Source: an optimization exercise on an open RTL-to-GDS flow (aim: small area, a short achievable clock period and few clock cycles per item). Production flows keep margins and buffers that such runs may drop.
In this exercise RTL edits were held to simulation tests only and were not proved equivalent to the original.
No activity file was given, so power comes from the tool's default toggle rates.

## delta
Design sha512_signer, start of the top module:
module sha512_signer (
    input  wire         clk,
    input  wire         rst_n,
    input  wire [511:0] s_tdata,
    input  wire [63:0]  s_tkeep,
    input  wire [5:0]   s_tid,
    input  wire         s_tlast,
    input  wire         s_tvalid,
    output wire         s_tready,
    output wire [511:0] m_tdata,
    output wire [63:0]  m_tkeep,
    output wire [5:0]   m_tid,
    output wire         m_tlast,
    output wire         m_tvalid,
    input  wire         m_tready
);
Size in the first run: roughly 12000 cells after synthesis, ~2200 flip-flops, about 1200 I/O pins.
export LEC_CHECK = 0
export CAP_MARGIN = 40
export CORE_MARGIN = 2
export CORE_UTILIZATION = 55
export SLEW_MARGIN = 40
export SYNTH_MEMORY_MAX_BITS = 16384
create_clock -name core_clock -period 11.0 [get_ports {clk}]
standard.sh (not shown) runs the stock make flow with config.mk's settings and CLKGATE_MAP_FILE= SYNTH_SCRIPT=/design/flow/synth_recipe.tcl, a recipe that flattens the netlist after the stock synthesis.
==> flow/flow/run.sh <==
#!/bin/bash
# The standard layout, with small fast port buffers and timing repair
# aimed below the clock period (the constraints are unchanged).
export BUFFER_PORTS_ARGS="-buffer_cell sky130_fd_sc_hd__buf_2"
export SETUP_SLACK_MARGIN=6
bash standard.sh > standard.log 2>&1
Testbench counts of delta, summed over its fixed seeds: cycles 73,956, beats 1,720.
## Diff of input files: epsilon against delta
--- a/flow/design.v
+++ b/flow/design.v
@@ -179,28 +179,28 @@
 endfunction
 function [63:0] majf(input [63:0] x, input [63:0] y, input [63:0] z);
     majf = (x & y) | (x & z) | (y & z);
 endfunction
 wire [63:0]  ea = v[4], eb = v[5], ec = v[6];
 wire [63:0]  s1e = bsig1(ea), ch1 = chf(ea, eb, ec);
 wire [127:0] t1e = csa(qr, ch1, s1e);
 wire [63:0]  e1  = add64f(t1e[63:0], t1e[127:64]);
-wire [63:0]  hq  = !run ? v[7] : lastc ? H[7] : v[6];
-wire [63:0]  dq  = !run ? v[2] : lastc ? H[2] : v[1];
+wire [63:0]  hq  = lastc ? H[7] : run ? v[6] : IV[63:0];
+wire [63:0]  dq  = lastc ? H[2] : run ? v[1] : IV[319:256];
 wire [127:0] qa  = csa(hq, w[1], (run && !lastc) ? kr : kconst(7'd0));
 wire [127:0] qb  = csa(qa[63:0], qa[127:64], dq);
 wire [63:0]  qn  = add64f(qb[63:0], qb[127:64]);
 wire [63:0]  aa = v[0], ab = v[1], ac = v[2], ad = v[3];
-wire [127:0] x1  = csa(ea, ~ad, bsig0(aa));
-wire [127:0] y1  = csa(x1[63:0], x1[127:64] | 64'd1, majf(aa, ab, ac));
+wire [127:0] x1  = csa(ea, ~ad, majf(aa, ab, ac));
+wire [127:0] y1  = csa(x1[63:0], x1[127:64] | 64'd1, bsig0(aa));
 wire [63:0]  a1  = add64f(y1[63:0], y1[127:64]);
 wire [127:0] m0a = csa(ssig1(w[14]), w[9], ssig0(w[1]));
 wire [127:0] m0b = csa(m0a[63:0], m0a[127:64], w[0]);
-wire [63:0]  wn  = add64(m0b[63:0], m0b[127:64]);
+wire [63:0]  wn  = add64f(m0b[63:0], m0b[127:64]);
 wire e_step  = c <= 7'd79;                            
 wire a_step  = c <= 7'd80;                            
 wire last    = c == 7'd81;
 wire ff_e    = c >= 7'd77 && c <= 7'd80;
 wire ff_a    = c >= 7'd78;
 reg [63:0] nH [0:7];
 integer q, r;
 always @(*) begin
==> summary.txt <==
Ran to the end and failed final checks on max-capacitance violations, max-slew violations: epsilon. On combinational cell power, delta tracks epsilon almost exactly. Sort delta and epsilon by number of sequential storage elements asc -> top: epsilon. Diff delta -> epsilon | minimum period implied by the final worst setup slack | increase of 350 ps. Compared to delta, the router laid down more metal wire for epsilon. epsilon reports a lower overall die width than delta does. Going from delta to epsilon, first-iteration DRC count grows by 2276. delta → epsilon: fraction of the cycle the final worst path needs climbed 3.2 points; worst path setup slack after routing decreased by 350 ps relative to the old numbers; worst-case reg-to-reg path depth went up 1; adder-cell area share of the yosys netlist grew by 0.76 points; area of the mapped netlist now sits lower.
Testbench counts of epsilon, summed over its fixed seeds: cycles 73,956, beats 1,720.

what the ideal ports hide:
Ports are ideal in the flow. The routed layouts listed here were re-timed in OpenROAD.
Step 1 sets driving cells, clkbuf_16 on the clock port and buf_2 on the other inputs (assumed; they add their load-dependent delay and slew).
Step 2 also shifts input and output timing later by t, the mid clock arrival at the registers, as if the neighbouring blocks saw the same clock.
Slacks: ideal ports / drivers / drivers and shift; pairs: ideal ports / drivers.
run	t (ns)	setup slack, ns	worst slew at a driven data input, ns
delta	1.010	5.586 / 5.586 / 5.151	0.61
epsilon	1.016	5.237 / 5.237 / 4.933	0.60
The setup slack of delta, which loses most, moves by 0.000 ns with the drivers and by -0.435 ns with both steps.
